From an optimization exercise on the open Yosys and OpenROAD flow, aimed at small area and a short achievable clock period; shortcuts taken in it are not production practice. RTL that was checked went through simulation tests only; none was proved equivalent to the original.

==> module calc, before the edit <==
module calc(out, decimal, CLK, RST, CE, plus, sub, multi, equal);
output [14:0] out;
input  [9:0]  decimal;
input  CLK, RST, CE, plus, sub, multi, equal;
reg [14:0] B, R;
reg [2:0]  cnt;
reg [1:0]  ope;    
reg        P;      
reg fx8, fx4, fxn, fy1, fy2, fyn;   
reg fk;                             
reg fci;                            
reg [3:0] ff;                       
wire [3:0] d = decimal[9] ? 4'd9 : decimal[8] ? 4'd8 : decimal[7] ? 4'd7 :
               decimal[6] ? 4'd6 : decimal[5] ? 4'd5 : decimal[4] ? 4'd4 :
               decimal[3] ? 4'd3 : decimal[2] ? 4'd2 : decimal[1] ? 4'd1 : 4'd0;
wire digit = (decimal != 10'd0) && (cnt != 3'd7);
wire o_non = (ope == 2'd0), o_add = (ope == 2'd1), o_sub = (ope == 2'd2), o_mul = (ope == 2'd3);
wire o_as  = o_add | o_sub;
wire bx4 = (d == 4'd3) | (d == 4'd4) | (d == 4'd5);
wire bx8 = (d >= 4'd6);
wire by1 = (d == 4'd1) | (d == 4'd3) | (d == 4'd5) | (d == 4'd7) | (d == 4'd9);
wire by2 = (d == 4'd2) | (d == 4'd6);
wire byn = (d == 4'd3) | (d == 4'd6) | (d == 4'd7);
wire [3:0] f = o_mul ? 4'd0 : o_sub ? 4'd9 - d : d;
always @(posedge CLK) begin
    fx8 <= o_as | (o_mul & bx8);
    fx4 <= o_mul & bx4;
    fxn <= o_as;
    fy1 <= o_as | (o_mul & by1);
    fy2 <= o_mul & by2;
    fyn <= o_as | (o_mul & byn);
    fk  <= o_add;
    fci <= o_add | (o_mul & byn);
    ff  <= {f[3], f[2] | f[3], f[1] | f[3], f[0]};
end
wire [14:0] W = {R[11:0], fk, fk, fk};
wire [14:0] V = {R[13:0], fk};
wire [11:0] Xh = ((fx8 ? B[11:0] : 12'd0) | (fx4 ? B[12:1] : 12'd0)) ^ {12{fxn}};
wire [14:0] X = {Xh, (fx4 & B[0]) | ff[2], ff[1], ff[0]};
wire [14:0] Y = ((fy1 ? B : 15'd0) | (fy2 ? {B[13:0], 1'b0} : 15'd0)) ^ {15{fyn}};
wire [14:0] s1 = W ^ V ^ X;
wire [14:0] c1 = {(W[13:0] & V[13:0]) | (W[13:0] & X[13:0]) | (V[13:0] & X[13:0]), ff[3]};
wire [14:0] s2 = s1 ^ c1 ^ Y;
wire [14:0] c2 = {(s1[13:0] & c1[13:0]) | (s1[13:0] & Y[13:0]) | (c1[13:0] & Y[13:0]), ff[3]};
wire [14:0] S = s2 + c2 + {14'd0, fci};
wire [14:0] Reff = P ? S : R;
always @(posedge CLK or negedge RST)
    if (!RST) begin
        B <= 0; R <= 0; cnt <= 0; ope <= 0; P <= 0;
    end else begin
        P <= digit;
        if (digit) begin
            R <= Reff;
            cnt <= cnt + 3'd1;
        end else if (plus | sub | multi) begin
            B <= Reff;
            ope <= plus ? 2'd1 : sub ? 2'd2 : 2'd3;
            R <= (plus | sub) ? Reff : 15'd0;
            cnt <= 0;
        end else if (equal) begin
            if (!o_non) B <= Reff;
            ope <= 0;
            R <= 0;
            cnt <= 0;
        end else if (CE) begin
            R <= o_as ? B : 15'd0;
            cnt <= 0;
        end else
            R <= Reff;
    end
assign out = B;
endmodule
clock: 7.5 ns
lec_check: 0
cap_margin: 20
core_margin: 2
core_utilization: 40
setup_slack_margin: 3.75
slew_margin: 20
standard.sh (not shown) runs the stock make flow with config.mk's settings and CLKGATE_MAP_FILE= SYNTH_SCRIPT=/design/flow/synth_recipe.tcl, a recipe that flattens the netlist after the stock synthesis.
==> flow/flow/run.sh <==
#!/bin/bash
# Standard layout, but with plain buf_2 cells as the port buffers.
set -euo pipefail
bash standard.sh "BUFFER_PORTS_ARGS=-buffer_cell sky130_fd_sc_hd__buf_2" finish > orfs_flow.log 2>&1
Rerun with:
--- a/flow/design.v
+++ b/flow/design.v
@@ -42,7 +42,40 @@
 wire [14:0] c1 = {(W[13:0] & V[13:0]) | (W[13:0] & X[13:0]) | (V[13:0] & X[13:0]), ff[3]};
 wire [14:0] s2 = s1 ^ c1 ^ Y;
 wire [14:0] c2 = {(s1[13:0] & c1[13:0]) | (s1[13:0] & Y[13:0]) | (c1[13:0] & Y[13:0]), ff[3]};
-wire [14:0] S = s2 + c2 + {14'd0, fci};
+wire [15:0] g0 = {s2 & c2, fci};
+wire [15:0] p0 = {s2 ^ c2, 1'b0};
+wire [15:0] g1, p1, g2, p2, g3, p3, g4;
+genvar i;
+generate
+    for (i = 0; i < 16; i = i + 1) begin : pfx
+        if (i % 2 == 1) begin
+            assign g1[i] = g0[i] | (p0[i] & g0[i-1]);
+            assign p1[i] = p0[i] & p0[i-1];
+        end else begin
+            assign g1[i] = g0[i];
+            assign p1[i] = p0[i];
+        end
+        if (i % 4 >= 2) begin
+            assign g2[i] = g1[i] | (p1[i] & g1[(i/4)*4+1]);
+            assign p2[i] = p1[i] & p1[(i/4)*4+1];
+        end else begin
+            assign g2[i] = g1[i];
+            assign p2[i] = p1[i];
+        end
+        if (i % 8 >= 4) begin
+            assign g3[i] = g2[i] | (p2[i] & g2[(i/8)*8+3]);
+            assign p3[i] = p2[i] & p2[(i/8)*8+3];
+        end else begin
+            assign g3[i] = g2[i];
+            assign p3[i] = p2[i];
+        end
+        if (i >= 8)
+            assign g4[i] = g3[i] | (p3[i] & g3[7]);
+        else
+            assign g4[i] = g3[i];
+    end
+endgenerate
+wire [14:0] S = p0[15:1] ^ g4[14:0];
 wire [14:0] Reff = P ? S : R;
 always @(posedge CLK or negedge RST)
     if (!RST) begin
What happened: The new run finished clean. Setup slack degrades by 160 ps. Die area goes down by about 2.7%. Wire length goes down by about 15%. Cell area goes down by 1.1%.
Function not checked in the second run of this note: the RTL went through the layout flow alone.

## old
The RTL this note starts from:
==> flow/design.v <==
module calc(out, decimal, CLK, RST, CE, plus, sub, multi, equal);
output [14:0] out;
input  [9:0]  decimal;
input  CLK, RST, CE, plus, sub, multi, equal;
reg [14:0] B, R;
reg [2:0]  cnt;
reg [1:0]  ope;    
reg        P;      
reg fx8, fx4, fy1, fy2, fyn;        
reg [3:0] ff;                       
wire [3:0] d = decimal[9] ? 4'd9 : decimal[8] ? 4'd8 : decimal[7] ? 4'd7 :
               decimal[6] ? 4'd6 : decimal[5] ? 4'd5 : decimal[4] ? 4'd4 :
               decimal[3] ? 4'd3 : decimal[2] ? 4'd2 : decimal[1] ? 4'd1 : 4'd0;
wire digit = (decimal != 10'd0) && (cnt != 3'd7);
wire o_non = (ope == 2'b00), o_add = (ope == 2'b10), o_sub = (ope == 2'b11), o_mul = (ope == 2'b01);
wire o_as  = ope[1];
wire bx4 = (d == 4'd3) | (d == 4'd4) | (d == 4'd5);
wire bx8 = (d >= 4'd6);
wire by1 = (d == 4'd1) | (d == 4'd3) | (d == 4'd5) | (d == 4'd7) | (d == 4'd9);
wire by2 = (d == 4'd2) | (d == 4'd6);
wire byn = (d == 4'd3) | (d == 4'd6) | (d == 4'd7);
wire [3:0] f = o_mul ? 4'd0 : o_sub ? 4'd9 - d : d;
always @(posedge CLK) begin
    fx8 <= o_as | (o_mul & bx8);
    fx4 <= o_mul & bx4;
    fy1 <= o_as | (o_mul & by1);
    fy2 <= o_mul & by2;
    fyn <= o_as | (o_mul & byn);
    ff  <= {f[3], f[2] | f[3], f[1] | f[3], f[0]};
end
wire fxn = o_as;                    
wire fk  = o_add;                   
wire fci = o_add | (o_mul & fyn);   
wire [14:0] W = {R[11:0], fk, fk, fk};
wire [14:0] V = {R[13:0], fk};
wire [11:0] Xh = ((fx8 ? B[11:0] : 12'd0) | (fx4 ? B[12:1] : 12'd0)) ^ {12{fxn}};
wire [14:0] X = {Xh, (fx4 & B[0]) | ff[2], ff[1], ff[0]};
wire [14:0] Y = ((fy1 ? B : 15'd0) | (fy2 ? {B[13:0], 1'b0} : 15'd0)) ^ {15{fyn}};
wire [14:0] s1 = W ^ V ^ X;
wire [14:0] c1 = {(W[13:0] & V[13:0]) | (W[13:0] & X[13:0]) | (V[13:0] & X[13:0]), ff[3]};
wire [14:0] s2 = s1 ^ c1 ^ Y;
wire [14:0] c2 = {(s1[13:0] & c1[13:0]) | (s1[13:0] & Y[13:0]) | (c1[13:0] & Y[13:0]), ff[3]};
wire [14:0] S = s2 + c2 + {14'd0, fci};
wire [14:0] Reff = P ? S : R;
always @(posedge CLK or negedge RST)
    if (!RST) begin
        B <= 0; R <= 0; cnt <= 0; ope <= 0; P <= 0;
    end else begin
        P <= digit;
        if (digit) begin
            R <= Reff;
            cnt <= cnt + 3'd1;
        end else if (plus | sub | multi) begin
            B <= Reff;
            ope <= plus ? 2'b10 : sub ? 2'b11 : 2'b01;
            R <= (plus | sub) ? Reff : 15'd0;
            cnt <= 0;
        end else if (equal) begin
            if (!o_non) B <= Reff;
            ope <= 0;
            R <= 0;
            cnt <= 0;
        end else if (CE) begin
            R <= o_as ? B : 15'd0;
            cnt <= 0;
        end else
            R <= Reff;
    end
assign out = B;
endmodule
Settings: LEC_CHECK=0, CAP_MARGIN=20, CORE_MARGIN=2, CORE_UTILIZATION=55, SETUP_SLACK_MARGIN=3.75, SLEW_MARGIN=20; clock period 7.5 ns.
Scripts as last shown in full above: flow/flow/run.sh
The following lists how new was set up differently from old:
==> flow/design.v <==
module calc(out, decimal, CLK, RST, CE, plus, sub, multi, equal);
output [14:0] out;
input  [9:0]  decimal;
input  CLK, RST, CE, plus, sub, multi, equal;
reg [14:0] B, R;
reg [2:0]  cnt;
reg [1:0]  ope;    
reg        P;      
reg [14:2] Xr;                      
reg fy1, fy2, fyn;                  
reg [3:0] ff;                       
wire [3:0] d = decimal[9] ? 4'd9 : decimal[8] ? 4'd8 : decimal[7] ? 4'd7 :
               decimal[6] ? 4'd6 : decimal[5] ? 4'd5 : decimal[4] ? 4'd4 :
               decimal[3] ? 4'd3 : decimal[2] ? 4'd2 : decimal[1] ? 4'd1 : 4'd0;
wire digit = (decimal != 10'd0) && (cnt != 3'd7);
wire o_non = (ope == 2'b00), o_add = (ope == 2'b10), o_sub = (ope == 2'b11), o_mul = (ope == 2'b01);
wire o_as  = ope[1];
wire bx4 = (d == 4'd3) | (d == 4'd4) | (d == 4'd5);
wire bx8 = (d >= 4'd6);
wire by1 = (d == 4'd1) | (d == 4'd3) | (d == 4'd5) | (d == 4'd7) | (d == 4'd9);
wire by2 = (d == 4'd2) | (d == 4'd6);
wire byn = (d == 4'd3) | (d == 4'd6) | (d == 4'd7);
wire [3:0] f = o_mul ? 4'd0 : o_sub ? 4'd9 - d : d;
always @(posedge CLK) begin
    Xr  <= {((o_as | (o_mul & bx8)) ? B[11:0] : 12'd0) ^ {12{o_as}} |
            ((o_mul & bx4) ? B[12:1] : 12'd0),
            (o_mul & bx4 & B[0]) | f[2] | f[3]};
    fy1 <= o_as | (o_mul & by1);
    fy2 <= o_mul & by2;
    fyn <= o_as | (o_mul & byn);
    ff  <= {f[3], 1'b0, f[1] | f[3], f[0]};
end
wire fk  = o_add;                   
wire fci = o_add | (o_mul & fyn);   
wire [14:0] W = {R[11:0], fk, fk, fk};
wire [14:0] V = {R[13:0], fk};
wire [14:0] X = {Xr, ff[1], ff[0]};
wire [14:0] Y = ((fy1 ? B : 15'd0) | (fy2 ? {B[13:0], 1'b0} : 15'd0)) ^ {15{fyn}};
wire [14:0] s1 = W ^ V ^ X;
wire [14:0] c1 = {(W[13:0] & V[13:0]) | (W[13:0] & X[13:0]) | (V[13:0] & X[13:0]), ff[3]};
wire [14:0] s2 = s1 ^ c1 ^ Y;
wire [14:0] c2 = {(s1[13:0] & c1[13:0]) | (s1[13:0] & Y[13:0]) | (c1[13:0] & Y[13:0]), ff[3]};
wire [14:0] S = s2 + c2 + {14'd0, fci};
wire [14:0] Reff = P ? S : R;
always @(posedge CLK or negedge RST)
    if (!RST) begin
        B <= 0; R <= 0; cnt <= 0; ope <= 0; P <= 0;
    end else begin
        P <= digit;
        if (digit) begin
            R <= Reff;
            cnt <= cnt + 3'd1;
        end else if (plus | sub | multi) begin
            B <= Reff;
            ope <= plus ? 2'b10 : sub ? 2'b11 : 2'b01;
            R <= (plus | sub) ? Reff : 15'd0;
            cnt <= 0;
        end else if (equal) begin
            if (!o_non) B <= Reff;
            ope <= 0;
            R <= 0;
            cnt <= 0;
        end else if (CE) begin
            R <= o_as ? B : 15'd0;
            cnt <= 0;
        end else
            R <= Reff;
    end
assign out = B;
endmodule
Notes after the runs:
Lower worst hold slack was reported by new, not old.
Against old, new reports a number of post-CTS setup repair buffers that is lower.
[compare] base=old new=new: first-pass GRT wire length shrank by about 3%, non-clock inverter total of the final layout grew by about 130%, half-perimeter wire length of the detailed placement result shrank by 7.3%, utilization shrank by 3.1 points, non-clock buffer area fraction after layout shrank by 1.2 points.
Looking at final design instance area without fill across new and old, the one that comes out lower is old.
Taking old as the reference point, the synthesized-area fraction occupied by xor and xnor cells of new falls by 1.6 points.
Delta (new minus old): minimum period implied by the final worst setup slack decreased 0.17 ns; post-synthesis instance total rose by about 10%.
Function not checked in old: the RTL went through the layout flow alone.

the reference run:
calc with an RTL version that a note above also has.
Size in the first run: about 400 cells after synthesis, ~48 flip-flops, about 32 I/O pins, ~0.0038 sq mm of cells after synthesis.
==> module calc, before the edit <==
module calc(out, decimal, CLK, RST, CE, plus, sub, multi, equal);
output [14:0] out;
input  [9:0]  decimal;
input  CLK, RST, CE, plus, sub, multi, equal;
reg [14:0] B, R;
reg [2:0]  cnt;
reg [1:0]  ope;    
reg        P;      
reg fx8, fx4, fxn, fy1, fy2, fyn;   
reg fk;                             
reg fci;                            
reg [3:0] ff;                       
wire [3:0] d = decimal[9] ? 4'd9 : decimal[8] ? 4'd8 : decimal[7] ? 4'd7 :
               decimal[6] ? 4'd6 : decimal[5] ? 4'd5 : decimal[4] ? 4'd4 :
               decimal[3] ? 4'd3 : decimal[2] ? 4'd2 : decimal[1] ? 4'd1 : 4'd0;
wire digit = (decimal != 10'd0) && (cnt != 3'd7);
wire o_non = (ope == 2'd0), o_add = (ope == 2'd1), o_sub = (ope == 2'd2), o_mul = (ope == 2'd3);
wire o_as  = o_add | o_sub;
wire bx4 = (d == 4'd3) | (d == 4'd4) | (d == 4'd5);
wire bx8 = (d >= 4'd6);
wire by1 = (d == 4'd1) | (d == 4'd3) | (d == 4'd5) | (d == 4'd7) | (d == 4'd9);
wire by2 = (d == 4'd2) | (d == 4'd6);
wire byn = (d == 4'd3) | (d == 4'd6) | (d == 4'd7);
wire [3:0] f = o_mul ? 4'd0 : o_sub ? 4'd9 - d : d;
always @(posedge CLK) begin
    fx8 <= o_as | (o_mul & bx8);
    fx4 <= o_mul & bx4;
    fxn <= o_as;
    fy1 <= o_as | (o_mul & by1);
    fy2 <= o_mul & by2;
    fyn <= o_as | (o_mul & byn);
    fk  <= o_add;
    fci <= o_add | (o_mul & byn);
    ff  <= {f[3], f[2] | f[3], f[1] | f[3], f[0]};
end
wire [14:0] W = {R[11:0], fk, fk, fk};
wire [14:0] V = {R[13:0], fk};
wire [11:0] Xh = ((fx8 ? B[11:0] : 12'd0) | (fx4 ? B[12:1] : 12'd0)) ^ {12{fxn}};
wire [14:0] X = {Xh, (fx4 & B[0]) | ff[2], ff[1], ff[0]};
wire [14:0] Y = ((fy1 ? B : 15'd0) | (fy2 ? {B[13:0], 1'b0} : 15'd0)) ^ {15{fyn}};
wire [14:0] s1 = W ^ V ^ X;
wire [14:0] c1 = {(W[13:0] & V[13:0]) | (W[13:0] & X[13:0]) | (V[13:0] & X[13:0]), ff[3]};
wire [14:0] s2 = s1 ^ c1 ^ Y;
wire [14:0] c2 = {(s1[13:0] & c1[13:0]) | (s1[13:0] & Y[13:0]) | (c1[13:0] & Y[13:0]), ff[3]};
wire [15:0] g0 = {s2 & c2, fci};
wire [15:0] p0 = {s2 ^ c2, 1'b0};
wire [15:0] g1, p1, g2, p2, g3, p3, g4;
genvar i;
generate
    for (i = 0; i < 16; i = i + 1) begin : pfx
        if (i % 2 == 1) begin
            assign g1[i] = g0[i] | (p0[i] & g0[i-1]);
            assign p1[i] = p0[i] & p0[i-1];
        end else begin
            assign g1[i] = g0[i];
            assign p1[i] = p0[i];
        end
        if (i % 4 >= 2) begin
            assign g2[i] = g1[i] | (p1[i] & g1[(i/4)*4+1]);
            assign p2[i] = p1[i] & p1[(i/4)*4+1];
        end else begin
            assign g2[i] = g1[i];
            assign p2[i] = p1[i];
        end
        if (i % 8 >= 4) begin
            assign g3[i] = g2[i] | (p2[i] & g2[(i/8)*8+3]);
            assign p3[i] = p2[i] & p2[(i/8)*8+3];
        end else begin
            assign g3[i] = g2[i];
            assign p3[i] = p2[i];
        end
        if (i >= 8)
            assign g4[i] = g3[i] | (p3[i] & g3[7]);
        else
            assign g4[i] = g3[i];
    end
endgenerate
wire [14:0] S = p0[15:1] ^ g4[14:0];
wire [14:0] Reff = P ? S : R;
always @(posedge CLK or negedge RST)
    if (!RST) begin
        B <= 0; R <= 0; cnt <= 0; ope <= 0; P <= 0;
    end else begin
        P <= digit;
        if (digit) begin
            R <= Reff;
            cnt <= cnt + 3'd1;
        end else if (plus | sub | multi) begin
            B <= Reff;
            ope <= plus ? 2'd1 : sub ? 2'd2 : 2'd3;
            R <= (plus | sub) ? Reff : 15'd0;
            cnt <= 0;
        end else if (equal) begin
            if (!o_non) B <= Reff;
            ope <= 0;
            R <= 0;
            cnt <= 0;
        end else if (CE) begin
            R <= o_as ? B : 15'd0;
            cnt <= 0;
        end else
            R <= Reff;
    end
assign out = B;
endmodule
==> flow/config.mk <==
export PLATFORM = sky130hd
export DESIGN_NAME = calc
export DESIGN_NICKNAME = calc
export VERILOG_FILES = /design/flow/design.v
export SDC_FILE = /design/flow/constraint.sdc
export NUM_CORES = 4
export LEC_CHECK = 0
export CAP_MARGIN = 20
export CORE_MARGIN = 2
export CORE_UTILIZATION = 40
export SETUP_SLACK_MARGIN = 3.5
export SLEW_MARGIN = 20
==> flow/constraint.sdc <==
create_clock -name core_clock -period 7.5 [get_ports {CLK}]
set_input_delay 1.5000 -clock core_clock [delete_from_list [all_inputs] [get_ports {CLK}]]
set_output_delay 1.5000 -clock core_clock [all_outputs]
set_load 0.01 [all_outputs]
Scripts as last shown in full above: flow/flow/run.sh
Edits applied to the flow inputs when going from the reference run to the trial run:
-- flow/design.v --
<<< the reference run, line 43
wire [14:0] s2 = s1 ^ c1 ^ Y;
wire [14:0] c2 = {(s1[13:0] & c1[13:0]) | (s1[13:0] & Y[13:0]) | (c1[13:0] & Y[13:0]), ff[3]};
wire [15:0] g0 = {s2 & c2, fci};
wire [15:0] p0 = {s2 ^ c2, 1'b0};
wire [15:0] g1, p1, g2, p2, g3, p3, g4;
genvar i;
generate
    for (i = 0; i < 16; i = i + 1) begin : pfx
        if (i % 2 == 1) begin
            assign g1[i] = g0[i] | (p0[i] & g0[i-1]);
            assign p1[i] = p0[i] & p0[i-1];
        end else begin
            assign g1[i] = g0[i];
            assign p1[i] = p0[i];
        end
        if (i % 4 >= 2) begin
            assign g2[i] = g1[i] | (p1[i] & g1[(i/4)*4+1]);
            assign p2[i] = p1[i] & p1[(i/4)*4+1];
        end else begin
            assign g2[i] = g1[i];
            assign p2[i] = p1[i];
        end
        if (i % 8 >= 4) begin
            assign g3[i] = g2[i] | (p2[i] & g2[(i/8)*8+3]);
            assign p3[i] = p2[i] & p2[(i/8)*8+3];
        end else begin
            assign g3[i] = g2[i];
            assign p3[i] = p2[i];
        end
        if (i >= 8)
            assign g4[i] = g3[i] | (p3[i] & g3[7]);
        else
            assign g4[i] = g3[i];
    end
endgenerate
wire [14:0] S = p0[15:1] ^ g4[14:0];
wire [14:0] Reff = P ? S : R;
always @(posedge CLK or negedge RST)
>>> the trial run, line 43
wire [14:0] s2 = s1 ^ c1 ^ Y;
wire [14:0] c2 = {(s1[13:0] & c1[13:0]) | (s1[13:0] & Y[13:0]) | (c1[13:0] & Y[13:0]), ff[3]};
wire [14:0] S = s2 + c2 + {14'd0, fci};
wire [14:0] Reff = P ? S : R;
always @(posedge CLK or negedge RST)
[summary]
The reference run -> the trial run: horizontal die dimension increased slightly
Final period utilization ended up 1.3 points lower on the trial run than on the reference run.
Higher netlist area before placement among the trial run and the reference run: the trial run
Changes observed in the trial run relative to the reference run: number of inverters outside the clock class in the layout lost 56%; multi-input logic cell count increased by 11% relative to the old numbers; area added between synthesis and finish lost 4.5 points.
The trial run ended up with a higher number of clock buffers in the layout than the reference run did.
Compared to the reference run, the router laid down more metal wire for the trial run.
Changes observed in the trial run relative to the reference run: share of flip-flops with an asynchronous set or reset held steady.
Only the layout flow was run in the reference run; the RTL was not checked for function there.

-- re-timing with driven ports --
The results above use ideal ports. As a check the final layouts listed here were re-extracted and re-timed, cells and wires unchanged.
Step 1: set_driving_cell puts a clkbuf_16 on CLK and a buf_2 on each other input, an assumption about the parent block.
Step 2 adds t to the input delays and takes it off the output delays; t is the mean of the earliest and latest rising clock arrival at the registers after step 1. Input paths then give back, and output paths get back, about the clock's delay inside the block.
Slacks: no drivers / after step 1 / after step 2; pairs: no drivers / after step 1.
run	shift t [ns]	setup slack, ns	hold WS [ns]	worst register clock-pin slew, ns	worst slew at a driven data input, ns
the first run of note 1	0.349	3.833 / 3.833 / 3.782	0.514 / 0.514 / 0.514	0.10 / 0.10	0.03
the second run of note 1	0.335	3.678 / 3.678 / 3.678	0.522 / 0.522 / 0.522	0.11 / 0.11	0.03
old	0.330	3.837 / 3.837 / 3.667	0.519 / 0.519 / 0.519	0.10 / 0.10	0.03
new	0.346	4.011 / 4.014 / 3.680	0.516 / 0.516 / 0.516	0.10 / 0.10	0.03
the reference run	0.342	3.583 / 3.583 / 3.583	0.515 / 0.515 / 0.515	0.10 / 0.10	0.03
the trial run	0.347	3.677 / 3.677 / 3.677	0.514 / 0.514 / 0.514	0.10 / 0.10	0.03
After both steps every run listed still meets setup and hold. The setup slack of new, which loses most, moves by +0.003 ns with the drivers and by -0.331 ns with both steps.
